Context: an optimization exercise on an open-source flow, tuned for small area, a short achievable clock period and few clock cycles per item. The choices shown serve that exercise and are no tape-out recipe. Only simulation tests tie the RTL to the original design; equivalence was not proved. Power and IR drop assume default switching activity.

==> design/flow/design.v <==
module geofence (clk, reset, X, Y, valid, is_inside);
input clk;
input reset;
input [9:0] X;
input [9:0] Y;
output valid;
output is_inside;
reg [4:0] k;
reg [9:0] px, py;        
reg [11:0] ms, md;       
reg qxs, qys;            
reg [9:0] qxm, qym;
reg [15:0] cq;           
reg s0xs, s0ys, s1xs, s1ys, s2xs, s2ys;   
reg [9:0] s0xm, s0ym, s1xm, s1ym, s2xm, s2ym;
reg rxs, rys, lxs, lys;  
reg [9:0] rxm, rym, lxm, lym;
reg [15:0] occ;          
reg [15:0] vin, vout;    
reg sur;                 
reg line;                
wire [10:0] dx = {1'b0, X} - {1'b0, px};
wire [10:0] dy = {1'b0, Y} - {1'b0, py};
wire ixs = dx[10];
wire iys = dy[10];
wire ixz = dx == 11'd0;
wire iyz = dy == 11'd0;
wire [11:0] ut = {2'b0, X} + {2'b0, Y} + ms;
wire [11:0] wt = {2'b0, Y} - {2'b0, X} + md;
wire u_neg = ut[11];
wire u_zero = ut == 12'd0;
wire w_neg = wt[11];
wire w_zero = wt == 12'd0;
reg ygt, yeq;
always @(*) begin
    case ({ixs, iys})
    2'b00: begin ygt = !w_neg && !w_zero; yeq = w_zero; end
    2'b10: begin ygt = !u_neg && !u_zero; yeq = u_zero; end
    2'b11: begin ygt = w_neg; yeq = w_zero; end
    default: begin ygt = u_neg; yeq = u_zero; end
    endcase
end
reg [15:0] icls;
always @(*) begin
    icls = 16'd0;
    if (iyz) begin
        if (!ixz) icls[ixs ? 8 : 0] = 1'b1;
    end else if (ixz) begin
        icls[iys ? 12 : 4] = 1'b1;
    end else begin
        case ({ixs, iys})
        2'b00: icls[yeq ? 2 : (ygt ? 3 : 1)] = 1'b1;
        2'b10: icls[yeq ? 6 : (ygt ? 5 : 7)] = 1'b1;
        2'b11: icls[yeq ? 10 : (ygt ? 11 : 9)] = 1'b1;
        default: icls[yeq ? 14 : (ygt ? 13 : 15)] = 1'b1;
        endcase
    end
end
always @(posedge clk) begin
    qxs <= ixs;
    qys <= iys;
    qxm <= ixs ? px - X : dx[9:0];
    qym <= iys ? py - Y : dy[9:0];
    cq <= icls;
end
always @(posedge clk) begin
    if (k == 5'd0) begin
        px <= X;
        py <= Y;
        ms <= 12'd0 - {2'b0, X} - {2'b0, Y};
        md <= {2'b0, X} - {2'b0, Y};
    end
end
wire done;
always @(posedge clk) begin
    if (reset || done)
        k <= 5'd0;
    else
        k <= k + 5'd1;
end
wire [4:0] kn = k + 5'd1;
wire go = !reset && !done;
reg u1_q, u1_s0, u1_s1, u1_s2;   
reg w1_l;                        
reg u2_s0, u2_s1, u2_s2;         
reg upd, upd1;                   
always @(posedge clk) begin
    u1_q <= go && kn == 5'd3;
    u1_s1 <= go && (kn == 5'd5 || kn == 5'd6 || kn == 5'd14 || kn == 5'd15);
    u1_s2 <= go && (kn == 5'd8 || kn == 5'd9);
    u1_s0 <= go && (kn == 5'd11 || kn == 5'd12);
    w1_l <= go && (kn == 5'd6 || kn == 5'd9 || kn == 5'd12 || kn == 5'd15);
    u2_s0 <= go && (kn == 5'd4 || kn == 5'd13);
    u2_s1 <= go && (kn == 5'd7 || kn == 5'd16);
    u2_s2 <= go && kn == 5'd10;
    upd <= go && (kn == 5'd4 || kn == 5'd7 || kn == 5'd10 || kn == 5'd13 || kn == 5'd16);
    upd1 <= go && kn == 5'd4;
end
always @(posedge clk) begin
    if (k == 5'd3 || k == 5'd6) begin
        s0xs <= qxs; s0ys <= qys; s0xm <= qxm; s0ym <= qym;
    end
    if (k == 5'd4 || k == 5'd7) begin
        s1xs <= qxs; s1ys <= qys; s1xm <= qxm; s1ym <= qym;
    end
    if (k == 5'd5) begin
        s2xs <= qxs; s2ys <= qys; s2xm <= qxm; s2ym <= qym;
    end
end
always @(posedge clk) begin
    if (k == 5'd2)
        occ <= cq;
    else
        occ <= occ | cq;
end
wire [15:0] o = occ | cq;
wire [31:0] o2 = {o, o};
reg [15:0] succ, bad, tin, tout;
reg [7:0] fit;
integer c, m;
always @(*) begin
    for (c = 0; c < 16; c = c + 1)
        succ[c] = o2[c + 1 +: 7] != 7'd0;
    bad = o & ~succ;
end
wire [31:0] bad2 = {bad, bad};
always @(*) begin
    for (c = 0; c < 16; c = c + 1)
        tin[c] = succ[c] && bad2[c + 1 +: 8] == 8'd0;
    for (m = 0; m < 8; m = m + 1)
        fit[m] = o2[2 * m + 9 +: 7] == 7'd0;
    for (c = 0; c < 16; c = c + 1) begin
        tout[c] = 1'b0;
        for (m = 0; m < 8; m = m + 1)
            if (((c - 2 * m + 16) % 16) <= 8 && fit[m])
                tout[c] = 1'b1;
    end
end
always @(posedge clk) begin
    vin <= tin;
    vout <= tin | tout;
end
wire wxs = w1_l ? lxs : rxs;
wire wys = w1_l ? lys : rys;
wire [9:0] wxm = w1_l ? lxm : rxm;
wire [9:0] wym = w1_l ? lym : rym;
wire uxs = (u1_q & qxs) | (u1_s0 & s0xs) | (u1_s1 & s1xs) | (u1_s2 & s2xs);
wire uys = (u1_q & qys) | (u1_s0 & s0ys) | (u1_s1 & s1ys) | (u1_s2 & s2ys);
wire [9:0] uxm = ({10{u1_q}} & qxm) | ({10{u1_s0}} & s0xm) | ({10{u1_s1}} & s1xm) | ({10{u1_s2}} & s2xm);
wire [9:0] uym = ({10{u1_q}} & qym) | ({10{u1_s0}} & s0ym) | ({10{u1_s1}} & s1ym) | ({10{u1_s2}} & s2ym);
wire [20:0] ts, tc;
xtree tree (.wxm(wxm), .wym(wym), .uxm(uxm), .uym(uym), .s(ts), .c(tc));
reg [20:0] xs, xc;       
reg sa, sb, anz, bnz, opp;
always @(posedge clk) begin
    xs <= ts;
    xc <= tc;
    sa <= wxs ^ uys;
    sb <= wys ^ uxs;
    anz <= wxm != 10'd0 && uym != 10'd0;
    bnz <= wym != 10'd0 && uxm != 10'd0;
    opp <= (wxm != 10'd0 && uxm != 10'd0 && wxs != uxs) ||
           (wym != 10'd0 && uym != 10'd0 && wys != uys);
end
wire [20:0] d = xs + xc;
wire dz = d == 21'd0;
wire cn = (sa == sb) ? (sa ? !d[20] && !dz : d[20]) : (sa && (anz || bnz));
wire cp = (sa == sb) ? (sa ? d[20] : !d[20] && !dz) : (!sa && (anz || bnz));
reg crn, crp;            
always @(posedge clk) begin
    crn <= cn;
    crp <= cp;
end
wire rn = upd1 ? cn : crn;
wire rp = upd1 ? cp : crp;
wire vxs = (u2_s0 & s0xs) | (u2_s1 & s1xs) | (u2_s2 & s2xs);
wire vys = (u2_s0 & s0ys) | (u2_s1 & s1ys) | (u2_s2 & s2ys);
wire [9:0] vxm = ({10{u2_s0}} & s0xm) | ({10{u2_s1}} & s1xm) | ({10{u2_s2}} & s2xm);
wire [9:0] vym = ({10{u2_s0}} & s0ym) | ({10{u2_s1}} & s1ym) | ({10{u2_s2}} & s2ym);
always @(posedge clk) begin
    if (k == 5'd2) begin
        rxs <= qxs; rys <= qys; rxm <= qxm; rym <= qym;
        lxs <= qxs; lys <= qys; lxm <= qxm; lym <= qym;
        sur <= 1'b0;
        line <= 1'b0;
    end else if (upd && !sur) begin
        if (line) begin
            line <= 1'b0;
            if (rn) begin
                rxs <= lxs; rys <= lys; rxm <= lxm; rym <= lym;
                lxs <= rxs; lys <= rys; lxm <= rxm; lym <= rym;
            end
        end else if (rn && cp) begin
            sur <= 1'b1;
        end else if (!rn && cp) begin
            lxs <= vxs; lys <= vys; lxm <= vxm; lym <= vym;
        end else if (rn && !cp) begin
            rxs <= vxs; rys <= vys; rxm <= vxm; rym <= vym;
        end else if (!rn && !rp && !cn && !cp && opp) begin
            lxs <= vxs; lys <= vys; lxm <= vxm; lym <= vym;
            line <= 1'b1;
        end
    end
end
wire k7 = k == 5'd7;
wire q_valid = (cq & vout) != 16'd0;
wire q_in = (cq & vin) != 16'd0;
assign done = (k7 && q_valid) || (k >= 5'd8 && sur) || k == 5'd17;
assign valid = done;
assign is_inside = sur || (k7 && q_in);
endmodule
module xtree (wxm, wym, uxm, uym, s, c);
input [9:0] wxm, wym, uxm, uym;
output [20:0] s, c;
wire t1 = (wxm[0] & uym[9]) ^ ~(wym[0] & uxm[9]) ^ (wxm[1] & uym[8]);
wire t2 = ((wxm[0] & uym[9]) & ~(wym[0] & uxm[9])) | ((wxm[0] & uym[9]) & (wxm[1] & uym[8])) | (~(wym[0] & uxm[9]) & (wxm[1] & uym[8]));
wire t3 = (wxm[1] & uym[9]) ^ ~(wym[1] & uxm[9]);
wire t4 = (wxm[1] & uym[9]) & ~(wym[1] & uxm[9]);
wire t5 = (wxm[0] & uym[6]) ^ ~(wym[0] & uxm[6]) ^ (wxm[1] & uym[5]);
wire t6 = ((wxm[0] & uym[6]) & ~(wym[0] & uxm[6])) | ((wxm[0] & uym[6]) & (wxm[1] & uym[5])) | (~(wym[0] & uxm[6]) & (wxm[1] & uym[5]));
wire t7 = (wxm[0] & uym[7]) ^ ~(wym[0] & uxm[7]) ^ (wxm[1] & uym[6]);
wire t8 = ((wxm[0] & uym[7]) & ~(wym[0] & uxm[7])) | ((wxm[0] & uym[7]) & (wxm[1] & uym[6])) | (~(wym[0] & uxm[7]) & (wxm[1] & uym[6]));
wire t9 = ~(wym[1] & uxm[6]) ^ (wxm[2] & uym[5]) ^ ~(wym[2] & uxm[5]);
wire t10 = (~(wym[1] & uxm[6]) & (wxm[2] & uym[5])) | (~(wym[1] & uxm[6]) & ~(wym[2] & uxm[5])) | ((wxm[2] & uym[5]) & ~(wym[2] & uxm[5]));
wire t11 = (wxm[3] & uym[4]) ^ ~(wym[3] & uxm[4]);
wire t12 = (wxm[3] & uym[4]) & ~(wym[3] & uxm[4]);
wire t13 = (wxm[0] & uym[8]) ^ ~(wym[0] & uxm[8]) ^ (wxm[1] & uym[7]);
wire t14 = ((wxm[0] & uym[8]) & ~(wym[0] & uxm[8])) | ((wxm[0] & uym[8]) & (wxm[1] & uym[7])) | (~(wym[0] & uxm[8]) & (wxm[1] & uym[7]));
wire t15 = ~(wym[1] & uxm[7]) ^ (wxm[2] & uym[6]) ^ ~(wym[2] & uxm[6]);
wire t16 = (~(wym[1] & uxm[7]) & (wxm[2] & uym[6])) | (~(wym[1] & uxm[7]) & ~(wym[2] & uxm[6])) | ((wxm[2] & uym[6]) & ~(wym[2] & uxm[6]));
wire t17 = (wxm[3] & uym[5]) ^ ~(wym[3] & uxm[5]) ^ (wxm[4] & uym[4]);
wire t18 = ((wxm[3] & uym[5]) & ~(wym[3] & uxm[5])) | ((wxm[3] & uym[5]) & (wxm[4] & uym[4])) | (~(wym[3] & uxm[5]) & (wxm[4] & uym[4]));
wire t19 = ~(wym[4] & uxm[4]) ^ (wxm[5] & uym[3]) ^ ~(wym[5] & uxm[3]);
wire t20 = (~(wym[4] & uxm[4]) & (wxm[5] & uym[3])) | (~(wym[4] & uxm[4]) & ~(wym[5] & uxm[3])) | ((wxm[5] & uym[3]) & ~(wym[5] & uxm[3]));
wire t21 = (wxm[6] & uym[2]) ^ ~(wym[6] & uxm[2]);
wire t22 = (wxm[6] & uym[2]) & ~(wym[6] & uxm[2]);
wire t23 = ~(wym[1] & uxm[8]) ^ (wxm[2] & uym[7]) ^ ~(wym[2] & uxm[7]);
wire t24 = (~(wym[1] & uxm[8]) & (wxm[2] & uym[7])) | (~(wym[1] & uxm[8]) & ~(wym[2] & uxm[7])) | ((wxm[2] & uym[7]) & ~(wym[2] & uxm[7]));
wire t25 = (wxm[3] & uym[6]) ^ ~(wym[3] & uxm[6]) ^ (wxm[4] & uym[5]);
wire t26 = ((wxm[3] & uym[6]) & ~(wym[3] & uxm[6])) | ((wxm[3] & uym[6]) & (wxm[4] & uym[5])) | (~(wym[3] & uxm[6]) & (wxm[4] & uym[5]));
wire t27 = ~(wym[4] & uxm[5]) ^ (wxm[5] & uym[4]) ^ ~(wym[5] & uxm[4]);
wire t28 = (~(wym[4] & uxm[5]) & (wxm[5] & uym[4])) | (~(wym[4] & uxm[5]) & ~(wym[5] & uxm[4])) | ((wxm[5] & uym[4]) & ~(wym[5] & uxm[4]));
wire t29 = (wxm[6] & uym[3]) ^ ~(wym[6] & uxm[3]) ^ (wxm[7] & uym[2]);
wire t30 = ((wxm[6] & uym[3]) & ~(wym[6] & uxm[3])) | ((wxm[6] & uym[3]) & (wxm[7] & uym[2])) | (~(wym[6] & uxm[3]) & (wxm[7] & uym[2]));
wire t31 = ~(wym[7] & uxm[2]) ^ (wxm[8] & uym[1]) ^ ~(wym[8] & uxm[1]);
wire t32 = (~(wym[7] & uxm[2]) & (wxm[8] & uym[1])) | (~(wym[7] & uxm[2]) & ~(wym[8] & uxm[1])) | ((wxm[8] & uym[1]) & ~(wym[8] & uxm[1]));
wire t33 = (wxm[9] & uym[0]) ^ ~(wym[9] & uxm[0]);
wire t34 = (wxm[9] & uym[0]) & ~(wym[9] & uxm[0]);
wire t35 = (wxm[2] & uym[8]) ^ ~(wym[2] & uxm[8]) ^ (wxm[3] & uym[7]);
wire t36 = ((wxm[2] & uym[8]) & ~(wym[2] & uxm[8])) | ((wxm[2] & uym[8]) & (wxm[3] & uym[7])) | (~(wym[2] & uxm[8]) & (wxm[3] & uym[7]));
wire t37 = ~(wym[3] & uxm[7]) ^ (wxm[4] & uym[6]) ^ ~(wym[4] & uxm[6]);
wire t38 = (~(wym[3] & uxm[7]) & (wxm[4] & uym[6])) | (~(wym[3] & uxm[7]) & ~(wym[4] & uxm[6])) | ((wxm[4] & uym[6]) & ~(wym[4] & uxm[6]));
wire t39 = (wxm[5] & uym[5]) ^ ~(wym[5] & uxm[5]) ^ (wxm[6] & uym[4]);
wire t40 = ((wxm[5] & uym[5]) & ~(wym[5] & uxm[5])) | ((wxm[5] & uym[5]) & (wxm[6] & uym[4])) | (~(wym[5] & uxm[5]) & (wxm[6] & uym[4]));
wire t41 = ~(wym[6] & uxm[4]) ^ (wxm[7] & uym[3]) ^ ~(wym[7] & uxm[3]);
wire t42 = (~(wym[6] & uxm[4]) & (wxm[7] & uym[3])) | (~(wym[6] & uxm[4]) & ~(wym[7] & uxm[3])) | ((wxm[7] & uym[3]) & ~(wym[7] & uxm[3]));
wire t43 = (wxm[8] & uym[2]) ^ ~(wym[8] & uxm[2]) ^ (wxm[9] & uym[1]);
wire t44 = ((wxm[8] & uym[2]) & ~(wym[8] & uxm[2])) | ((wxm[8] & uym[2]) & (wxm[9] & uym[1])) | (~(wym[8] & uxm[2]) & (wxm[9] & uym[1]));
wire t45 = ~(wym[9] & uxm[1]) ^ 1'b1 ^ t2;
wire t46 = (~(wym[9] & uxm[1]) & 1'b1) | (~(wym[9] & uxm[1]) & t2) | (1'b1 & t2);
wire t47 = (wxm[2] & uym[9]) ^ ~(wym[2] & uxm[9]) ^ (wxm[3] & uym[8]);
wire t48 = ((wxm[2] & uym[9]) & ~(wym[2] & uxm[9])) | ((wxm[2] & uym[9]) & (wxm[3] & uym[8])) | (~(wym[2] & uxm[9]) & (wxm[3] & uym[8]));
wire t49 = ~(wym[3] & uxm[8]) ^ (wxm[4] & uym[7]) ^ ~(wym[4] & uxm[7]);
wire t50 = (~(wym[3] & uxm[8]) & (wxm[4] & uym[7])) | (~(wym[3] & uxm[8]) & ~(wym[4] & uxm[7])) | ((wxm[4] & uym[7]) & ~(wym[4] & uxm[7]));
wire t51 = (wxm[5] & uym[6]) ^ ~(wym[5] & uxm[6]) ^ (wxm[6] & uym[5]);
wire t52 = ((wxm[5] & uym[6]) & ~(wym[5] & uxm[6])) | ((wxm[5] & uym[6]) & (wxm[6] & uym[5])) | (~(wym[5] & uxm[6]) & (wxm[6] & uym[5]));
wire t53 = ~(wym[6] & uxm[5]) ^ (wxm[7] & uym[4]) ^ ~(wym[7] & uxm[4]);
wire t54 = (~(wym[6] & uxm[5]) & (wxm[7] & uym[4])) | (~(wym[6] & uxm[5]) & ~(wym[7] & uxm[4])) | ((wxm[7] & uym[4]) & ~(wym[7] & uxm[4]));
wire t55 = (wxm[8] & uym[3]) ^ ~(wym[8] & uxm[3]) ^ (wxm[9] & uym[2]);
wire t56 = ((wxm[8] & uym[3]) & ~(wym[8] & uxm[3])) | ((wxm[8] & uym[3]) & (wxm[9] & uym[2])) | (~(wym[8] & uxm[3]) & (wxm[9] & uym[2]));
wire t57 = (wxm[3] & uym[9]) ^ ~(wym[3] & uxm[9]) ^ (wxm[4] & uym[8]);
wire t58 = ((wxm[3] & uym[9]) & ~(wym[3] & uxm[9])) | ((wxm[3] & uym[9]) & (wxm[4] & uym[8])) | (~(wym[3] & uxm[9]) & (wxm[4] & uym[8]));
wire t59 = ~(wym[4] & uxm[8]) ^ (wxm[5] & uym[7]) ^ ~(wym[5] & uxm[7]);
wire t60 = (~(wym[4] & uxm[8]) & (wxm[5] & uym[7])) | (~(wym[4] & uxm[8]) & ~(wym[5] & uxm[7])) | ((wxm[5] & uym[7]) & ~(wym[5] & uxm[7]));
wire t61 = (wxm[6] & uym[6]) ^ ~(wym[6] & uxm[6]) ^ (wxm[7] & uym[5]);
wire t62 = ((wxm[6] & uym[6]) & ~(wym[6] & uxm[6])) | ((wxm[6] & uym[6]) & (wxm[7] & uym[5])) | (~(wym[6] & uxm[6]) & (wxm[7] & uym[5]));
wire t63 = (wxm[4] & uym[9]) ^ ~(wym[4] & uxm[9]) ^ (wxm[5] & uym[8]);
wire t64 = ((wxm[4] & uym[9]) & ~(wym[4] & uxm[9])) | ((wxm[4] & uym[9]) & (wxm[5] & uym[8])) | (~(wym[4] & uxm[9]) & (wxm[5] & uym[8]));
wire t65 = (wxm[0] & uym[4]) ^ ~(wym[0] & uxm[4]) ^ (wxm[1] & uym[3]);
wire t66 = ((wxm[0] & uym[4]) & ~(wym[0] & uxm[4])) | ((wxm[0] & uym[4]) & (wxm[1] & uym[3])) | (~(wym[0] & uxm[4]) & (wxm[1] & uym[3]));
wire t67 = (wxm[0] & uym[5]) ^ ~(wym[0] & uxm[5]) ^ (wxm[1] & uym[4]);
wire t68 = ((wxm[0] & uym[5]) & ~(wym[0] & uxm[5])) | ((wxm[0] & uym[5]) & (wxm[1] & uym[4])) | (~(wym[0] & uxm[5]) & (wxm[1] & uym[4]));
wire t69 = ~(wym[1] & uxm[4]) ^ (wxm[2] & uym[3]) ^ ~(wym[2] & uxm[3]);
wire t70 = (~(wym[1] & uxm[4]) & (wxm[2] & uym[3])) | (~(wym[1] & uxm[4]) & ~(wym[2] & uxm[3])) | ((wxm[2] & uym[3]) & ~(wym[2] & uxm[3]));
wire t71 = (wxm[3] & uym[2]) ^ ~(wym[3] & uxm[2]);
wire t72 = (wxm[3] & uym[2]) & ~(wym[3] & uxm[2]);
wire t73 = ~(wym[1] & uxm[5]) ^ (wxm[2] & uym[4]) ^ ~(wym[2] & uxm[4]);
wire t74 = (~(wym[1] & uxm[5]) & (wxm[2] & uym[4])) | (~(wym[1] & uxm[5]) & ~(wym[2] & uxm[4])) | ((wxm[2] & uym[4]) & ~(wym[2] & uxm[4]));
wire t75 = (wxm[3] & uym[3]) ^ ~(wym[3] & uxm[3]) ^ (wxm[4] & uym[2]);
wire t76 = ((wxm[3] & uym[3]) & ~(wym[3] & uxm[3])) | ((wxm[3] & uym[3]) & (wxm[4] & uym[2])) | (~(wym[3] & uxm[3]) & (wxm[4] & uym[2]));
wire t77 = ~(wym[4] & uxm[2]) ^ (wxm[5] & uym[1]) ^ ~(wym[5] & uxm[1]);
wire t78 = (~(wym[4] & uxm[2]) & (wxm[5] & uym[1])) | (~(wym[4] & uxm[2]) & ~(wym[5] & uxm[1])) | ((wxm[5] & uym[1]) & ~(wym[5] & uxm[1]));
wire t79 = (wxm[6] & uym[0]) ^ ~(wym[6] & uxm[0]);
wire t80 = (wxm[6] & uym[0]) & ~(wym[6] & uxm[0]);
wire t81 = (wxm[4] & uym[3]) ^ ~(wym[4] & uxm[3]) ^ (wxm[5] & uym[2]);
wire t82 = ((wxm[4] & uym[3]) & ~(wym[4] & uxm[3])) | ((wxm[4] & uym[3]) & (wxm[5] & uym[2])) | (~(wym[4] & uxm[3]) & (wxm[5] & uym[2]));
wire t83 = ~(wym[5] & uxm[2]) ^ (wxm[6] & uym[1]) ^ ~(wym[6] & uxm[1]);
wire t84 = (~(wym[5] & uxm[2]) & (wxm[6] & uym[1])) | (~(wym[5] & uxm[2]) & ~(wym[6] & uxm[1])) | ((wxm[6] & uym[1]) & ~(wym[6] & uxm[1]));
wire t85 = (wxm[7] & uym[0]) ^ ~(wym[7] & uxm[0]) ^ 1'b1;
wire t86 = ((wxm[7] & uym[0]) & ~(wym[7] & uxm[0])) | ((wxm[7] & uym[0]) & 1'b1) | (~(wym[7] & uxm[0]) & 1'b1);
wire t87 = t6 ^ t7 ^ t9;
wire t88 = (t6 & t7) | (t6 & t9) | (t7 & t9);
wire t89 = (wxm[7] & uym[1]) ^ ~(wym[7] & uxm[1]) ^ (wxm[8] & uym[0]);
wire t90 = ((wxm[7] & uym[1]) & ~(wym[7] & uxm[1])) | ((wxm[7] & uym[1]) & (wxm[8] & uym[0])) | (~(wym[7] & uxm[1]) & (wxm[8] & uym[0]));
wire t91 = ~(wym[8] & uxm[0]) ^ 1'b1 ^ t8;
wire t92 = (~(wym[8] & uxm[0]) & 1'b1) | (~(wym[8] & uxm[0]) & t8) | (1'b1 & t8);
wire t93 = t10 ^ t12 ^ t13;
wire t94 = (t10 & t12) | (t10 & t13) | (t12 & t13);
wire t95 = t15 ^ t17 ^ t19;
wire t96 = (t15 & t17) | (t15 & t19) | (t17 & t19);
wire t97 = 1'b1 ^ t1 ^ t14;
wire t98 = (1'b1 & t1) | (1'b1 & t14) | (t1 & t14);
wire t99 = t16 ^ t18 ^ t20;
wire t100 = (t16 & t18) | (t16 & t20) | (t18 & t20);
wire t101 = t22 ^ t23 ^ t25;
wire t102 = (t22 & t23) | (t22 & t25) | (t23 & t25);
wire t103 = t27 ^ t29 ^ t31;
wire t104 = (t27 & t29) | (t27 & t31) | (t29 & t31);
wire t105 = t3 ^ t24 ^ t26;
wire t106 = (t3 & t24) | (t3 & t26) | (t24 & t26);
wire t107 = t28 ^ t30 ^ t32;
wire t108 = (t28 & t30) | (t28 & t32) | (t30 & t32);
wire t109 = t34 ^ t35 ^ t37;
wire t110 = (t34 & t35) | (t34 & t37) | (t35 & t37);
wire t111 = t39 ^ t41 ^ t43;
wire t112 = (t39 & t41) | (t39 & t43) | (t41 & t43);
wire t113 = ~(wym[9] & uxm[2]) ^ t4 ^ t36;
wire t114 = (~(wym[9] & uxm[2]) & t4) | (~(wym[9] & uxm[2]) & t36) | (t4 & t36);
wire t115 = t38 ^ t40 ^ t42;
wire t116 = (t38 & t40) | (t38 & t42) | (t40 & t42);
wire t117 = t44 ^ t46 ^ t47;
wire t118 = (t44 & t46) | (t44 & t47) | (t46 & t47);
wire t119 = t49 ^ t51 ^ t53;
wire t120 = (t49 & t51) | (t49 & t53) | (t51 & t53);
wire t121 = ~(wym[7] & uxm[5]) ^ (wxm[8] & uym[4]) ^ ~(wym[8] & uxm[4]);
wire t122 = (~(wym[7] & uxm[5]) & (wxm[8] & uym[4])) | (~(wym[7] & uxm[5]) & ~(wym[8] & uxm[4])) | ((wxm[8] & uym[4]) & ~(wym[8] & uxm[4]));
wire t123 = (wxm[9] & uym[3]) ^ ~(wym[9] & uxm[3]) ^ t48;
wire t124 = ((wxm[9] & uym[3]) & ~(wym[9] & uxm[3])) | ((wxm[9] & uym[3]) & t48) | (~(wym[9] & uxm[3]) & t48);
wire t125 = t50 ^ t52 ^ t54;
wire t126 = (t50 & t52) | (t50 & t54) | (t52 & t54);
wire t127 = t56 ^ t57 ^ t59;
wire t128 = (t56 & t57) | (t56 & t59) | (t57 & t59);
wire t129 = ~(wym[5] & uxm[8]) ^ (wxm[6] & uym[7]) ^ ~(wym[6] & uxm[7]);
wire t130 = (~(wym[5] & uxm[8]) & (wxm[6] & uym[7])) | (~(wym[5] & uxm[8]) & ~(wym[6] & uxm[7])) | ((wxm[6] & uym[7]) & ~(wym[6] & uxm[7]));
wire t131 = (wxm[7] & uym[6]) ^ ~(wym[7] & uxm[6]) ^ (wxm[8] & uym[5]);
wire t132 = ((wxm[7] & uym[6]) & ~(wym[7] & uxm[6])) | ((wxm[7] & uym[6]) & (wxm[8] & uym[5])) | (~(wym[7] & uxm[6]) & (wxm[8] & uym[5]));
wire t133 = ~(wym[8] & uxm[5]) ^ (wxm[9] & uym[4]) ^ ~(wym[9] & uxm[4]);
wire t134 = (~(wym[8] & uxm[5]) & (wxm[9] & uym[4])) | (~(wym[8] & uxm[5]) & ~(wym[9] & uxm[4])) | ((wxm[9] & uym[4]) & ~(wym[9] & uxm[4]));
wire t135 = t58 ^ t60 ^ t62;
wire t136 = (t58 & t60) | (t58 & t62) | (t60 & t62);
wire t137 = (wxm[5] & uym[9]) ^ ~(wym[5] & uxm[9]) ^ (wxm[6] & uym[8]);
wire t138 = ((wxm[5] & uym[9]) & ~(wym[5] & uxm[9])) | ((wxm[5] & uym[9]) & (wxm[6] & uym[8])) | (~(wym[5] & uxm[9]) & (wxm[6] & uym[8]));
wire t139 = ~(wym[6] & uxm[8]) ^ (wxm[7] & uym[7]) ^ ~(wym[7] & uxm[7]);
wire t140 = (~(wym[6] & uxm[8]) & (wxm[7] & uym[7])) | (~(wym[6] & uxm[8]) & ~(wym[7] & uxm[7])) | ((wxm[7] & uym[7]) & ~(wym[7] & uxm[7]));
wire t141 = (wxm[8] & uym[6]) ^ ~(wym[8] & uxm[6]) ^ (wxm[9] & uym[5]);
wire t142 = ((wxm[8] & uym[6]) & ~(wym[8] & uxm[6])) | ((wxm[8] & uym[6]) & (wxm[9] & uym[5])) | (~(wym[8] & uxm[6]) & (wxm[9] & uym[5]));
wire t143 = (wxm[6] & uym[9]) ^ ~(wym[6] & uxm[9]) ^ (wxm[7] & uym[8]);
wire t144 = ((wxm[6] & uym[9]) & ~(wym[6] & uxm[9])) | ((wxm[6] & uym[9]) & (wxm[7] & uym[8])) | (~(wym[6] & uxm[9]) & (wxm[7] & uym[8]));
wire t145 = (wxm[0] & uym[2]) ^ ~(wym[0] & uxm[2]);
wire t146 = (wxm[0] & uym[2]) & ~(wym[0] & uxm[2]);
wire t147 = (wxm[0] & uym[3]) ^ ~(wym[0] & uxm[3]) ^ (wxm[1] & uym[2]);
wire t148 = ((wxm[0] & uym[3]) & ~(wym[0] & uxm[3])) | ((wxm[0] & uym[3]) & (wxm[1] & uym[2])) | (~(wym[0] & uxm[3]) & (wxm[1] & uym[2]));
wire t149 = ~(wym[1] & uxm[2]) ^ (wxm[2] & uym[1]) ^ ~(wym[2] & uxm[1]);
wire t150 = (~(wym[1] & uxm[2]) & (wxm[2] & uym[1])) | (~(wym[1] & uxm[2]) & ~(wym[2] & uxm[1])) | ((wxm[2] & uym[1]) & ~(wym[2] & uxm[1]));
wire t151 = ~(wym[1] & uxm[3]) ^ (wxm[2] & uym[2]) ^ ~(wym[2] & uxm[2]);
wire t152 = (~(wym[1] & uxm[3]) & (wxm[2] & uym[2])) | (~(wym[1] & uxm[3]) & ~(wym[2] & uxm[2])) | ((wxm[2] & uym[2]) & ~(wym[2] & uxm[2]));
wire t153 = (wxm[3] & uym[1]) ^ ~(wym[3] & uxm[1]) ^ (wxm[4] & uym[0]);
wire t154 = ((wxm[3] & uym[1]) & ~(wym[3] & uxm[1])) | ((wxm[3] & uym[1]) & (wxm[4] & uym[0])) | (~(wym[3] & uxm[1]) & (wxm[4] & uym[0]));
wire t155 = ~(wym[4] & uxm[0]) ^ 1'b1;
wire t156 = ~(wym[4] & uxm[0]) & 1'b1;
wire t157 = (wxm[4] & uym[1]) ^ ~(wym[4] & uxm[1]) ^ (wxm[5] & uym[0]);
wire t158 = ((wxm[4] & uym[1]) & ~(wym[4] & uxm[1])) | ((wxm[4] & uym[1]) & (wxm[5] & uym[0])) | (~(wym[4] & uxm[1]) & (wxm[5] & uym[0]));
wire t159 = ~(wym[5] & uxm[0]) ^ 1'b1 ^ t66;
wire t160 = (~(wym[5] & uxm[0]) & 1'b1) | (~(wym[5] & uxm[0]) & t66) | (1'b1 & t66);
wire t161 = t67 ^ t69 ^ t71;
wire t162 = (t67 & t69) | (t67 & t71) | (t69 & t71);
wire t163 = 1'b1 ^ t5 ^ t68;
wire t164 = (1'b1 & t5) | (1'b1 & t68) | (t5 & t68);
wire t165 = t70 ^ t72 ^ t73;
wire t166 = (t70 & t72) | (t70 & t73) | (t72 & t73);
wire t167 = t75 ^ t77 ^ t79;
wire t168 = (t75 & t77) | (t75 & t79) | (t77 & t79);
wire t169 = t11 ^ t74 ^ t76;
wire t170 = (t11 & t74) | (t11 & t76) | (t74 & t76);
wire t171 = t78 ^ t80 ^ t81;
wire t172 = (t78 & t80) | (t78 & t81) | (t80 & t81);
wire t173 = t83 ^ t85 ^ t87;
wire t174 = (t83 & t85) | (t83 & t87) | (t85 & t87);
wire t175 = t21 ^ t82 ^ t84;
wire t176 = (t21 & t82) | (t21 & t84) | (t82 & t84);
wire t177 = t86 ^ t88 ^ t89;
wire t178 = (t86 & t88) | (t86 & t89) | (t88 & t89);
wire t179 = t91 ^ t93 ^ t95;
wire t180 = (t91 & t93) | (t91 & t95) | (t93 & t95);
wire t181 = t33 ^ t90 ^ t92;
wire t182 = (t33 & t90) | (t33 & t92) | (t90 & t92);
wire t183 = t94 ^ t96 ^ t97;
wire t184 = (t94 & t96) | (t94 & t97) | (t96 & t97);
wire t185 = t99 ^ t101 ^ t103;
wire t186 = (t99 & t101) | (t99 & t103) | (t101 & t103);
wire t187 = t45 ^ t98 ^ t100;
wire t188 = (t45 & t98) | (t45 & t100) | (t98 & t100);
wire t189 = t102 ^ t104 ^ t105;
wire t190 = (t102 & t104) | (t102 & t105) | (t104 & t105);
wire t191 = t107 ^ t109 ^ t111;
wire t192 = (t107 & t109) | (t107 & t111) | (t109 & t111);
wire t193 = t55 ^ t106 ^ t108;
wire t194 = (t55 & t106) | (t55 & t108) | (t106 & t108);
wire t195 = t110 ^ t112 ^ t113;
wire t196 = (t110 & t112) | (t110 & t113) | (t112 & t113);
wire t197 = t115 ^ t117 ^ t119;
wire t198 = (t115 & t117) | (t115 & t119) | (t117 & t119);
wire t199 = t61 ^ t114 ^ t116;
wire t200 = (t61 & t114) | (t61 & t116) | (t114 & t116);
wire t201 = t118 ^ t120 ^ t121;
wire t202 = (t118 & t120) | (t118 & t121) | (t120 & t121);
wire t203 = t123 ^ t125 ^ t127;
wire t204 = (t123 & t125) | (t123 & t127) | (t125 & t127);
wire t205 = t63 ^ t122 ^ t124;
wire t206 = (t63 & t122) | (t63 & t124) | (t122 & t124);
wire t207 = t126 ^ t128 ^ t129;
wire t208 = (t126 & t128) | (t126 & t129) | (t128 & t129);
wire t209 = t131 ^ t133 ^ t135;
wire t210 = (t131 & t133) | (t131 & t135) | (t133 & t135);
wire t211 = ~(wym[9] & uxm[5]) ^ t64 ^ t130;
wire t212 = (~(wym[9] & uxm[5]) & t64) | (~(wym[9] & uxm[5]) & t130) | (t64 & t130);
wire t213 = t132 ^ t134 ^ t136;
wire t214 = (t132 & t134) | (t132 & t136) | (t134 & t136);
wire t215 = t137 ^ t139 ^ t141;
wire t216 = (t137 & t139) | (t137 & t141) | (t139 & t141);
wire t217 = ~(wym[7] & uxm[8]) ^ (wxm[8] & uym[7]) ^ ~(wym[8] & uxm[7]);
wire t218 = (~(wym[7] & uxm[8]) & (wxm[8] & uym[7])) | (~(wym[7] & uxm[8]) & ~(wym[8] & uxm[7])) | ((wxm[8] & uym[7]) & ~(wym[8] & uxm[7]));
wire t219 = (wxm[9] & uym[6]) ^ ~(wym[9] & uxm[6]) ^ t138;
wire t220 = ((wxm[9] & uym[6]) & ~(wym[9] & uxm[6])) | ((wxm[9] & uym[6]) & t138) | (~(wym[9] & uxm[6]) & t138);
wire t221 = t140 ^ t142 ^ t143;
wire t222 = (t140 & t142) | (t140 & t143) | (t142 & t143);
wire t223 = (wxm[7] & uym[9]) ^ ~(wym[7] & uxm[9]) ^ (wxm[8] & uym[8]);
wire t224 = ((wxm[7] & uym[9]) & ~(wym[7] & uxm[9])) | ((wxm[7] & uym[9]) & (wxm[8] & uym[8])) | (~(wym[7] & uxm[9]) & (wxm[8] & uym[8]));
wire t225 = ~(wym[8] & uxm[8]) ^ (wxm[9] & uym[7]) ^ ~(wym[9] & uxm[7]);
wire t226 = (~(wym[8] & uxm[8]) & (wxm[9] & uym[7])) | (~(wym[8] & uxm[8]) & ~(wym[9] & uxm[7])) | ((wxm[9] & uym[7]) & ~(wym[9] & uxm[7]));
wire t227 = (wxm[0] & uym[1]) ^ ~(wym[0] & uxm[1]);
wire t228 = (wxm[0] & uym[1]) & ~(wym[0] & uxm[1]);
wire t229 = (wxm[1] & uym[1]) ^ ~(wym[1] & uxm[1]) ^ (wxm[2] & uym[0]);
wire t230 = ((wxm[1] & uym[1]) & ~(wym[1] & uxm[1])) | ((wxm[1] & uym[1]) & (wxm[2] & uym[0])) | (~(wym[1] & uxm[1]) & (wxm[2] & uym[0]));
wire t231 = ~(wym[2] & uxm[0]) ^ 1'b1;
wire t232 = ~(wym[2] & uxm[0]) & 1'b1;
wire t233 = (wxm[3] & uym[0]) ^ ~(wym[3] & uxm[0]) ^ 1'b1;
wire t234 = ((wxm[3] & uym[0]) & ~(wym[3] & uxm[0])) | ((wxm[3] & uym[0]) & 1'b1) | (~(wym[3] & uxm[0]) & 1'b1);
wire t235 = t146 ^ t147 ^ t149;
wire t236 = (t146 & t147) | (t146 & t149) | (t147 & t149);
wire t237 = t65 ^ t148 ^ t150;
wire t238 = (t65 & t148) | (t65 & t150) | (t148 & t150);
wire t239 = t151 ^ t153 ^ t155;
wire t240 = (t151 & t153) | (t151 & t155) | (t153 & t155);
wire t241 = t152 ^ t154 ^ t156;
wire t242 = (t152 & t154) | (t152 & t156) | (t154 & t156);
wire t243 = t157 ^ t159 ^ t161;
wire t244 = (t157 & t159) | (t157 & t161) | (t159 & t161);
wire t245 = t158 ^ t160 ^ t162;
wire t246 = (t158 & t160) | (t158 & t162) | (t160 & t162);
wire t247 = t163 ^ t165 ^ t167;
wire t248 = (t163 & t165) | (t163 & t167) | (t165 & t167);
wire t249 = t164 ^ t166 ^ t168;
wire t250 = (t164 & t166) | (t164 & t168) | (t166 & t168);
wire t251 = t169 ^ t171 ^ t173;
wire t252 = (t169 & t171) | (t169 & t173) | (t171 & t173);
wire t253 = t170 ^ t172 ^ t174;
wire t254 = (t170 & t172) | (t170 & t174) | (t172 & t174);
wire t255 = t175 ^ t177 ^ t179;
wire t256 = (t175 & t177) | (t175 & t179) | (t177 & t179);
wire t257 = t176 ^ t178 ^ t180;
wire t258 = (t176 & t178) | (t176 & t180) | (t178 & t180);
wire t259 = t181 ^ t183 ^ t185;
wire t260 = (t181 & t183) | (t181 & t185) | (t183 & t185);
wire t261 = t182 ^ t184 ^ t186;
wire t262 = (t182 & t184) | (t182 & t186) | (t184 & t186);
wire t263 = t187 ^ t189 ^ t191;
wire t264 = (t187 & t189) | (t187 & t191) | (t189 & t191);
wire t265 = t188 ^ t190 ^ t192;
wire t266 = (t188 & t190) | (t188 & t192) | (t190 & t192);
wire t267 = t193 ^ t195 ^ t197;
wire t268 = (t193 & t195) | (t193 & t197) | (t195 & t197);
wire t269 = t194 ^ t196 ^ t198;
wire t270 = (t194 & t196) | (t194 & t198) | (t196 & t198);
wire t271 = t199 ^ t201 ^ t203;
wire t272 = (t199 & t201) | (t199 & t203) | (t201 & t203);
wire t273 = t200 ^ t202 ^ t204;
wire t274 = (t200 & t202) | (t200 & t204) | (t202 & t204);
wire t275 = t205 ^ t207 ^ t209;
wire t276 = (t205 & t207) | (t205 & t209) | (t207 & t209);
wire t277 = t206 ^ t208 ^ t210;
wire t278 = (t206 & t208) | (t206 & t210) | (t208 & t210);
wire t279 = t211 ^ t213 ^ t215;
wire t280 = (t211 & t213) | (t211 & t215) | (t213 & t215);
wire t281 = t212 ^ t214 ^ t216;
wire t282 = (t212 & t214) | (t212 & t216) | (t214 & t216);
wire t283 = t217 ^ t219 ^ t221;
wire t284 = (t217 & t219) | (t217 & t221) | (t219 & t221);
wire t285 = t144 ^ t218 ^ t220;
wire t286 = (t144 & t218) | (t144 & t220) | (t218 & t220);
wire t287 = t222 ^ t223 ^ t225;
wire t288 = (t222 & t223) | (t222 & t225) | (t223 & t225);
wire t289 = (wxm[8] & uym[9]) ^ ~(wym[8] & uxm[9]) ^ (wxm[9] & uym[8]);
wire t290 = ((wxm[8] & uym[9]) & ~(wym[8] & uxm[9])) | ((wxm[8] & uym[9]) & (wxm[9] & uym[8])) | (~(wym[8] & uxm[9]) & (wxm[9] & uym[8]));
wire t291 = ~(wym[9] & uxm[8]) ^ t224 ^ t226;
wire t292 = (~(wym[9] & uxm[8]) & t224) | (~(wym[9] & uxm[8]) & t226) | (t224 & t226);
wire t293 = (wxm[1] & uym[0]) ^ ~(wym[1] & uxm[0]);
wire t294 = (wxm[1] & uym[0]) & ~(wym[1] & uxm[0]);
wire t295 = t145 ^ t228 ^ t229;
wire t296 = (t145 & t228) | (t145 & t229) | (t228 & t229);
wire t297 = t230 ^ t232 ^ t233;
wire t298 = (t230 & t232) | (t230 & t233) | (t232 & t233);
wire t299 = t234 ^ t236 ^ t237;
wire t300 = (t234 & t236) | (t234 & t237) | (t236 & t237);
wire t301 = t238 ^ t240 ^ t241;
wire t302 = (t238 & t240) | (t238 & t241) | (t240 & t241);
wire t303 = t242 ^ t244 ^ t245;
wire t304 = (t242 & t244) | (t242 & t245) | (t244 & t245);
wire t305 = t246 ^ t248 ^ t249;
wire t306 = (t246 & t248) | (t246 & t249) | (t248 & t249);
wire t307 = t250 ^ t252 ^ t253;
wire t308 = (t250 & t252) | (t250 & t253) | (t252 & t253);
wire t309 = t254 ^ t256 ^ t257;
wire t310 = (t254 & t256) | (t254 & t257) | (t256 & t257);
wire t311 = t258 ^ t260 ^ t261;
wire t312 = (t258 & t260) | (t258 & t261) | (t260 & t261);
wire t313 = t262 ^ t264 ^ t265;
wire t314 = (t262 & t264) | (t262 & t265) | (t264 & t265);
wire t315 = t266 ^ t268 ^ t269;
wire t316 = (t266 & t268) | (t266 & t269) | (t268 & t269);
wire t317 = t270 ^ t272 ^ t273;
wire t318 = (t270 & t272) | (t270 & t273) | (t272 & t273);
wire t319 = t274 ^ t276 ^ t277;
wire t320 = (t274 & t276) | (t274 & t277) | (t276 & t277);
wire t321 = t278 ^ t280 ^ t281;
wire t322 = (t278 & t280) | (t278 & t281) | (t280 & t281);
wire t323 = t282 ^ t284 ^ t285;
wire t324 = (t282 & t284) | (t282 & t285) | (t284 & t285);
wire t325 = t286 ^ t288 ^ t289;
wire t326 = (t286 & t288) | (t286 & t289) | (t288 & t289);
wire t327 = (wxm[9] & uym[9]) ^ ~(wym[9] & uxm[9]) ^ t290;
wire t328 = ((wxm[9] & uym[9]) & ~(wym[9] & uxm[9])) | ((wxm[9] & uym[9]) & t290) | (~(wym[9] & uxm[9]) & t290);
wire t329 = (wxm[0] & uym[0]) ^ ~(wym[0] & uxm[0]);
wire t330 = (wxm[0] & uym[0]) & ~(wym[0] & uxm[0]);
wire t331 = 1'b1 ^ t227 ^ t293;
wire t332 = (1'b1 & t227) | (1'b1 & t293) | (t227 & t293);
wire t333 = t231 ^ t294 ^ t295;
wire t334 = (t231 & t294) | (t231 & t295) | (t294 & t295);
wire t335 = t235 ^ t296 ^ t297;
wire t336 = (t235 & t296) | (t235 & t297) | (t296 & t297);
wire t337 = t239 ^ t298 ^ t299;
wire t338 = (t239 & t298) | (t239 & t299) | (t298 & t299);
wire t339 = t243 ^ t300 ^ t301;
wire t340 = (t243 & t300) | (t243 & t301) | (t300 & t301);
wire t341 = t247 ^ t302 ^ t303;
wire t342 = (t247 & t302) | (t247 & t303) | (t302 & t303);
wire t343 = t251 ^ t304 ^ t305;
wire t344 = (t251 & t304) | (t251 & t305) | (t304 & t305);
wire t345 = t255 ^ t306 ^ t307;
wire t346 = (t255 & t306) | (t255 & t307) | (t306 & t307);
wire t347 = t259 ^ t308 ^ t309;
wire t348 = (t259 & t308) | (t259 & t309) | (t308 & t309);
wire t349 = t263 ^ t310 ^ t311;
wire t350 = (t263 & t310) | (t263 & t311) | (t310 & t311);
wire t351 = t267 ^ t312 ^ t313;
wire t352 = (t267 & t312) | (t267 & t313) | (t312 & t313);
wire t353 = t271 ^ t314 ^ t315;
wire t354 = (t271 & t314) | (t271 & t315) | (t314 & t315);
wire t355 = t275 ^ t316 ^ t317;
wire t356 = (t275 & t316) | (t275 & t317) | (t316 & t317);
wire t357 = t279 ^ t318 ^ t319;
wire t358 = (t279 & t318) | (t279 & t319) | (t318 & t319);
wire t359 = t283 ^ t320 ^ t321;
wire t360 = (t283 & t320) | (t283 & t321) | (t320 & t321);
wire t361 = t287 ^ t322 ^ t323;
wire t362 = (t287 & t322) | (t287 & t323) | (t322 & t323);
wire t363 = t291 ^ t324 ^ t325;
wire t364 = (t291 & t324) | (t291 & t325) | (t324 & t325);
wire t365 = t292 ^ t326 ^ t327;
wire t366 = (t292 & t326) | (t292 & t327) | (t326 & t327);
assign s[0] = 1'b1;
assign c[0] = t329;
assign s[1] = t330;
assign c[1] = t331;
assign s[2] = t332;
assign c[2] = t333;
assign s[3] = t334;
assign c[3] = t335;
assign s[4] = t336;
assign c[4] = t337;
assign s[5] = t338;
assign c[5] = t339;
assign s[6] = t340;
assign c[6] = t341;
assign s[7] = t342;
assign c[7] = t343;
assign s[8] = t344;
assign c[8] = t345;
assign s[9] = t346;
assign c[9] = t347;
assign s[10] = t348;
assign c[10] = t349;
assign s[11] = t350;
assign c[11] = t351;
assign s[12] = t352;
assign c[12] = t353;
assign s[13] = t354;
assign c[13] = t355;
assign s[14] = t356;
assign c[14] = t357;
assign s[15] = t358;
assign c[15] = t359;
assign s[16] = t360;
assign c[16] = t361;
assign s[17] = t362;
assign c[17] = t363;
assign s[18] = t364;
assign c[18] = t365;
assign s[19] = t328;
assign c[19] = t366;
assign s[20] = 1'b1;
assign c[20] = 1'b0;
endmodule
==> design/flow/run.sh <==
#!/bin/bash
# synth_recipe.tcl (not shown) runs the flow's synth.tcl, then flattens the netlist and writes it again
# the make line also repeats each setting of config.mk as NAME=value (left out here)
make -C /OpenROAD-flow-scripts/flow DESIGN_CONFIG=/design/flow/config.mk WORK_HOME=/design/flow/orfs CLKGATE_MAP_FILE= SYNTH_SCRIPT=/design/flow/synth_recipe.tcl finish
==> design/flow/config.mk <==
export PLATFORM = sky130hd
export DESIGN_NAME = geofence
export DESIGN_NICKNAME = geofence
export VERILOG_FILES = /design/flow/design.v
export SDC_FILE = /design/flow/constraint.sdc
export NUM_CORES = 4
export LEC_CHECK = 0
export ABC_CLOCK_PERIOD_IN_PS = 4500
export CAP_MARGIN = 20
export CORE_MARGIN = 2
export CORE_UTILIZATION = 35
export SETUP_SLACK_MARGIN = 5
export SLEW_MARGIN = 20
==> design/flow/constraint.sdc <==
create_clock -name core_clock -period 11.5 [get_ports {clk}]
set_input_delay 2.3000 -clock core_clock [delete_from_list [all_inputs] [get_ports {clk}]]
set_output_delay 2.3000 -clock core_clock [all_outputs]
set_load 0.01 [all_outputs]
==> impl_metrics.env, run 1 <==
export IMPL_wl_met2_um=28400
export IMPL_vias=16500
export IMPL_synth_seq_cells=301
export IMPL_slowest_stage="or4_4"
export IMPL_cts_root_buffer="clkbuf_16"
export IMPL_hold_viol=0
export IMPL_drc=0
export IMPL_max_stage_delay_ns=0.47
export IMPL_syn2layout_area_growth_pct=11.2
export IMPL_dr_pass1_iters=5
export IMPL_layout_commonest_cell="nand2_1"
export IMPL_clock_path_buffers=3
export IMPL_die_area_mm2=0.0644
export IMPL_yosysTopAreaCell="edfxtp_1"
export IMPL_core_area_mm2=0.0617
export IMPL_yosys_warnings=1
export IMPL_rows=91
export IMPL_grt_max_degree=44
export IMPL_fp_dieW_um=254
export IMPL_slew_headroom_pct=24.3
export IMPL_finalSetupTns_ns=0
export IMPL_reg2reg_from="u1_q$_DFF_P_"
export IMPL_worstHoldStart="occ[2]$_DFF_P_"
export IMPL_cap_viol_max_count=0
export IMPL_worstPathArrival_ns=6.76
export IMPL_drtAntennaViolNets=0
export IMPL_ir_drop_v=0.000123
export IMPL_rsz0062_at_grt="false"
export IMPL_synth_area_leaders="edfxtp_1, fa_1, dfxtp_1"
export IMPL_multi_input_area_mm2=0.0131
export IMPL_cts_tree="built"
export IMPL_synth_area_per_cell_um2=9.76
export IMPL_final_cell_mix="nand2_1, inv_1, nor2_1"
export IMPL_drive_gt1_share_pct=6.93
export IMPL_power_mw=5.33
export IMPL_status="no timing/DRC/antenna violations"
export IMPL_io_pins=24
export IMPL_critPathKind="in -> reg"
export IMPL_clk_pin_slew_worst_paths_ns=0.06
export IMPL_ff2ff_setup_slack_ns=6.47
export IMPL_cts_buffers=37
export IMPL_end_kind="flop"
export IMPL_cp_max_fo=9
export IMPL_r2r_end="xc[10]$_DFF_P_"
export IMPL_power_density_mw_per_mm2=219
export IMPL_wl_per_cell_um=19.1
export IMPL_synth_async_reset_ratio_pct=0
export IMPL_setup_viol=0
export IMPL_finalMaxSlewViolations=0
export IMPL_holdBufCountCts=0
export IMPL_worstSkewPairLatency_ns=0.57
export IMPL_grt_overflow_total=0
export IMPL_dp_hpwl_um=46300
export IMPL_track_usage_pct=18.8
export IMPL_finalCriticalPeriod_ns=6.26
export IMPL_wl_met1_um=25800
export IMPL_whs_path_depth=1
export IMPL_synth_net_count=2578
export IMPL_tightestPinTransition_ns=1.14
export IMPL_grt_pass1_wl_um=94800
export IMPL_fin_crit_sh_pct=54.4
export IMPL_first_global_vias=17000
export IMPL_synth_top_cell_area_share_pct=20.9
export IMPL_diodes=0
export IMPL_die_h_um=254
export IMPL_ys_types=82
export IMPL_ys_flop_type="edfxtp_1"
export IMPL_cp_cell_sequence="buf_2 > inv_1 > ha_1 > a21oi_1 > o21bai_1 > a21o_1 > a21o_1 > a21o_1 > a21oi_1 > xnor2_1 > ha_1 > a21o_1 > a2111oi_1 > a21oi_1 > nor2_2 > mux2i_1 > nor4_1 > a311oi_2 > o211ai_1 > or4_4 > nor2_1"
export IMPL_crit_top_cell="a21o_1"
export IMPL_io_buffers=23
export IMPL_synth_area_mm2=0.0218
export IMPL_first_iter_violations=1148
export IMPL_netlist_instances=2238
export IMPL_hold_class="reg -> reg"
export IMPL_timing_fmax_mhz=160
export IMPL_reg2reg_depth=12
export IMPL_whs_endpoint="occ[2]$_DFF_P_"
export IMPL_power_leakage_nw=10.2
export IMPL_nets=2592
export IMPL_wl_met3_um=3460
export IMPL_cts_sinks=301
export IMPL_required_ns=12.00
export IMPL_cp_start_kind="input pin"
export IMPL_gp_congestion=0.924
export IMPL_fillCellCount=6121
export IMPL_seq_area_mm2=0.00755
export IMPL_viasPerCell=5.28
export IMPL_cts_max_level=2
export IMPL_initial_core_util_pct=35.4
export IMPL_synth_edf_count=152
export IMPL_antenna_found_initial=0
export IMPL_highest_layer="met4"
export IMPL_synth_seq_area_share_pct=34.6
export IMPL_drt_total_wl_um=59700
export IMPL_skew_ns=0.0214
==> final cells by class <==
cell class / count / area share, %
multi-input cells: 1627 / 54.1
repair buffers: 42 / 1.45
clock inverters: 21 / 1.00
flip-flops and latches: 301 / 31.1
well taps: 837 / 4.31
clock buffers: 47 / 4.24
inverters: 243 / 3.78
==> how the worst max path moves through the flow <==
stage / cells after the start / startpoint / slack [ns] / to
5_1_grt: 21 / X[1] / 5.01 / cq[1]$_SDFF_PN0_
6_report: 21 / X[1] / 5.24 / cq[1]$_SDFF_PN0_
3_3_place_gp: 23 / X[2] / 4.05 / cq[9]$_SDFF_PP0_
2_1_floorplan: 22 / X[2] / 5.43 / cq[9]$_SDFF_PP0_
3_5_place_dp: 23 / X[2] / 3.91 / cq[1]$_SDFF_PN0_
4_1_cts: 22 / X[0] / 5.01 / cq[1]$_SDFF_PN0_
==> synthesized netlist by cell type (32+ instances only) <==
cell type / instances
o21ai_0: 95
clkbuf_1: 53
and2_1: 32
a21oi_1: 84
edfxtp_1: 152
nor2_1: 226
dfxtp_1: 149
mux2i_1: 37
nand2_1: 255
a22oi_1: 64
inv_1: 243
ha_1: 136
fa_1: 182
xnor2_1: 49
a21o_1: 65
==> power breakdown <==
part / switching [mW] / leakage, nW / internal (mW)
sequential: 0.150 / 2.66 / 1.44
combinational: 1.53 / 6.93 / 1.01
clock: 0.485 / 0.607 / 0.713
total: 2.16 / 10.2 / 3.17
==> cells by family after synthesis <==
| logic type | synth area share (%) |
|---|---|
| and+or+nand+nor | 14.6 |
| AOI/OAI and AO/OA | 14.7 |
| adders and majority gates | 24.5 |
| buffers and inverters | 5.37 |
| DFF | 34.6 |
| xor gates and xnor gates | 3.13 |
| muxes | 3.09 |
==> per-layer routing <==
metal  GRT usage, %  up-vias
li1               -     7711
met4           6.91        0
met5              0        -
met2           32.5      558
met3           2.38      123
met1           24.1     8076
==> registers in the layout (all words and copies together) (netlist names), 11 cells and up <==
signal / cells
occ: 16
vin: 16
xc: 20
cq: 16
md: 11
ms: 11
xs: 19
vout: 16
==> critical path, delay by kind of cell <==
kind                     cells  cell delay [ns]
AND/OR/NAND/NOR              4             0.86
AO/OA/AOI/OAI               11             2.19
adder cells (fa/ha/maj)      2             0.61
XOR/XNOR                     1             0.09
multiplexers                 1             0.20
buffers and inverters        2             0.49
==> stage by stage <==
stage | hold slack (ns) | utilization [%] | cell area (um^2) | worst slack, ns | cells
global placement | 0.461 | 37.2 | 22900 | 4.05 | 3042
finish | 0.476 | 39.4 | 24300 | 5.24 | 3118
CTS | 0.478 | 39.2 | 24200 | 5.01 | 3110
detailed placement | 0.467 | 37.2 | 22900 | 3.91 | 3042
floorplan | 0.444 | - | 21800 | 5.43 | 2238
global route | 0.503 | 39.4 | 24300 | 5.01 | 3118
==> repair_timing <==
| action | in CTS | in global routing |
|---|---|---|
| pin swaps | 0 | 2 |
| setup buffers | 0 | 8 |
| setup endpoints to repair | 13 | 9 |
| resized for setup | 17 | 22 |
Testbench counts, summed over its fixed seeds: cycles 15,062, items 1,600.
==> inputs of run 2 (changes only) <==
==> design/flow/flow/run.sh (new file) <==
#!/bin/bash
# Standard layout, with timing repair aiming for a period of about 4.3 ns
# (setup margin 7.2 ns at the design's 11.5 ns clock).
set -euo pipefail
bash standard.sh SETUP_SLACK_MARGIN=7.2 finish > flow.log 2>&1
==> design/flow/standard.sh (new file) <==
#!/bin/bash
# synth_recipe.tcl (not shown) runs the flow's synth.tcl, then flattens the netlist and writes it again
# the make line also repeats each setting of config.mk as NAME=value (left out here)
make -C /OpenROAD-flow-scripts/flow DESIGN_CONFIG=/design/flow/config.mk WORK_HOME=/design/flow/orfs CLKGATE_MAP_FILE= SYNTH_SCRIPT=/design/flow/synth_recipe.tcl "${@:-finish}"
--- a/design/flow/config.mk
+++ b/design/flow/config.mk
@@ -9,5 +9,4 @@
 export CAP_MARGIN = 20
 export CORE_MARGIN = 2
 export CORE_UTILIZATION = 35
-export SETUP_SLACK_MARGIN = 5
 export SLEW_MARGIN = 20
removed: design/flow/run.sh
==> run 2 against run 1 <==
Compared with the run above:
- still clean
- sequential cell count unchanged
- clock power decreased by 3%
- die area is the same
- worst setup slack better by 0.58 ns
- critical path type unchanged
- largest power group unchanged
==> impl_metrics.env, run 2 <==
export IMPL_status="no timing/DRC/antenna violations"
export IMPL_ff2ff_setup_slack_ns=7.19
export IMPL_end_kind="flop"
export IMPL_drc=0
export IMPL_cts_root_buffer="clkbuf_16"
export IMPL_fin_crit_sh_pct=49.4
export IMPL_synth_seq_cells=301
export IMPL_rows=91
export IMPL_synth_net_count=2578
export IMPL_io_buffers=23
export IMPL_synth_edf_count=152
export IMPL_reg2reg_from="u1_s1$_DFF_P_"
export IMPL_ys_types=82
export IMPL_vias=17200
export IMPL_finalSetupTns_ns=0
export IMPL_cts_max_level=2
export IMPL_syn2layout_area_growth_pct=23.0
export IMPL_fp_dieW_um=254
export IMPL_power_leakage_nw=11.1
export IMPL_dp_hpwl_um=46100
export IMPL_yosys_warnings=1
export IMPL_fin_area_mm2=0.0269
export IMPL_gp_congestion=0.917
export IMPL_synth_seq_area_share_pct=34.6
export IMPL_antenna_found_initial=0
export IMPL_power_mw=5.56
export IMPL_rsz0062_at_grt="true"
export IMPL_drt_total_wl_um=64300
export IMPL_synth_area_mm2=0.0218
export IMPL_ir_drop_v=0.000118
export IMPL_worstPathArrival_ns=6.19
export IMPL_slew_headroom_pct=25.8
export IMPL_cts_sinks=301
export IMPL_crit_path_end="cq[5]$_SDFF_PN0_"
export IMPL_tightestPinTransition_ns=1.11
export IMPL_ys_top_cells_by_count="nand2_1, inv_1, nor2_1, fa_1, edfxtp_1"
export IMPL_finalMaxSlewViolations=0
export IMPL_timing_fmax_mhz=176
export IMPL_synth_top_cell_area_share_pct=20.9
export IMPL_final_cell_mix="nand2_1, inv_1, nor2_1"
export IMPL_top_register="xc"
export IMPL_power_density_mw_per_mm2=207
export IMPL_hold_class="reg -> reg"
export IMPL_yosysTopAreaCell="edfxtp_1"
export IMPL_finalCriticalPeriod_ns=5.68
export IMPL_drtAntennaViolNets=0
export IMPL_track_usage_pct=19.7
export IMPL_nets=2713
export IMPL_first_iter_violations=1217
export IMPL_first_global_vias=17600
export IMPL_drive_gt1_share_pct=22.2
export IMPL_cap_viol_max_count=0
export IMPL_grt_overflow_total=0
export IMPL_wl_per_cell_um=19.9
export IMPL_worstSkewPairLatency_ns=0.57
export IMPL_diodes=0
export IMPL_required_ns=12.01
export IMPL_die_area_mm2=0.0644
export IMPL_core_area_mm2=0.0617
export IMPL_critPathKind="in -> reg"
export IMPL_layout_commonest_cell="nand2_1"
export IMPL_place_area_mm2=0.0231
export IMPL_viasPerCell=5.30
export IMPL_synth_area_per_cell_um2=9.76
export IMPL_synth_area_leaders="edfxtp_1, fa_1, dfxtp_1"
export IMPL_grt_pass1_wl_um=98800
export IMPL_io_pins=24
export IMPL_synth_async_reset_ratio_pct=0
export IMPL_startpoint="X[5]"
export IMPL_cts_tree="built"
export IMPL_grt_max_degree=45
export IMPL_initial_core_util_pct=35.4
export IMPL_yosysMostFrequentCell="nand2_1"
export IMPL_setup_viol=0
export IMPL_largest_reg_flops=20
export IMPL_reg2reg_depth=13
export IMPL_ys_flop_type="edfxtp_1"
export IMPL_dr_pass1_iters=5
export IMPL_clock_path_buffers=3
export IMPL_reg_top3="xc: 20 flops, xs: 19 flops"
export IMPL_cp_max_fo=7
export IMPL_timing_hold_ws_ns=0.476
export IMPL_die_h_um=254
export IMPL_cts_buffers=36
export IMPL_clk_pin_slew_worst_paths_ns=0.06
export IMPL_hold_viol=0
export IMPL_r2r_end="xc[10]$_DFF_P_"
export IMPL_netlist_instances=2238
export IMPL_cp_start_kind="input pin"
export IMPL_skew_ns=0.0152
==> run 2: changes by cell type in the layout (fill, tap and decap cells not counted), moves of 17 or more <==
cell	delta
fa_2	+19
fa_1	-19
ha_1	-31
buf_4	+79
inv_1	-25
nand2_1	-23
buf_6	+25
mux2i_1	-23
nand2_2	+18
mux2i_4	+17
==> run 2: kinds of logic after synthesis <==
family                     synth area share, %
muxes                                     3.09
xor gates and xnor gates                  3.13
AOI/OAI and AO/OA                         14.7
buffers and inverters                     5.37
adders and majority gates                 24.5
DFF                                       34.6
and+or+nand+nor                           14.6
==> run 2: how the worst min path moves through the flow <==
stage | start | slack, ns | depth (start not counted) | to
after global routing | occ[8]$_DFF_P_ | 0.50 | 1 | occ[8]$_DFF_P_
after CTS | occ[2]$_DFF_P_ | 0.48 | 1 | occ[2]$_DFF_P_
after floorplan | occ[2]$_DFF_P_ | 0.44 | 1 | occ[2]$_DFF_P_
after global placement | occ[2]$_DFF_P_ | 0.46 | 1 | occ[2]$_DFF_P_
final | occ[2]$_DFF_P_ | 0.48 | 1 | occ[2]$_DFF_P_
after detailed placement | occ[2]$_DFF_P_ | 0.46 | 1 | occ[2]$_DFF_P_
==> run 2: area by class of cell <==
type	instances	area (um^2)
Fill cell	5900	34900
Multi-Input combinational cell	1628	14400
Sequential cell	301	7590
Timing Repair Buffer	163	1680
Clock buffer	48	1050
Tap cell	837	1050
Inverter	243	958
Clock inverter	18	166
==> run 2: power by group <==
group	total, mW	switching [mW]	internal [mW]
registers	1.61	0.166	1.44
logic	2.79	1.62	1.17
clock network	1.16	0.484	0.674
==> run 2: what timing repair did <==
item	CTS	global route
pin swaps	59	98
resized for setup	292	181
gates cloned	2	4
hold buffers	0	0
buffers inserted	68	57
endpoints found under the setup margin	120	96
==> run 2: critical path, stage by stage <==
cell and delay, ns:
clkdlybuf4s15_1 0.32, inv_1 0.15, ha_2 0.37, a21o_1 0.21, a21o_1 0.17, a21oi_2 0.18, xnor2_2 0.15, ha_4 0.26
a21o_1 0.20, a2111oi_4 0.30, a21oi_2 0.08, buf_4 0.15, o22ai_4 0.14, nor3_2 0.06, buf_4 0.15, mux2_4 0.30
or4_4 0.57, nor2_4 0.12
==> run 2: metal layers <==
metal  routed length, um  part of all wire, %  vias up  track usage, %
li1                    -                    -     7949               -
met1               26900                   42     8477            24.9
met2               31400                   49      580            34.4
met3                3440                  5.4      149            2.55
met4                2540                  3.9        0            7.34
met5                   0                    0        -               0
==> run 2: through the flow <==
stage               instances  setup WS [ns]  util, %
global route             3238           5.67     43.5
global placement         3041           4.06     37.4
CTS                      3177           5.67     41.4
detailed placement       3041           3.95     37.4
finish                   3238           5.82     43.5
floorplan                2238           5.61        -

## re-timing with driven ports
The results above use ideal ports. As a check the final layouts listed here were re-extracted and re-timed, cells and wires unchanged.
Step 1 assumes that a clkbuf_16 drives the clock port and a buf_2 every other input.
Step 2 adds t to the input delays and takes it off the output delays; t is the mean of the earliest and latest rising clock arrival at the registers after step 1. Input paths then give back, and output paths get back, about the clock's delay inside the block.
Three values: no drivers, after step 1, after step 2; two values: the first two.
| run | t, ns | setup slack, ns | worst setup path at the end | cell pins on the clock port's net |
|---|---|---|---|---|
| run 1 | 0.612 | 5.239 / 5.274 / 4.662 | input to register | 1 |
| run 2 | 0.623 | 5.818 / 5.821 / 5.198 | input to register | 1 |
After both steps setup and hold are still met in every run listed. The setup slack of run 2, which loses most, moves by +0.003 ns with the drivers and by -0.620 ns with both steps.
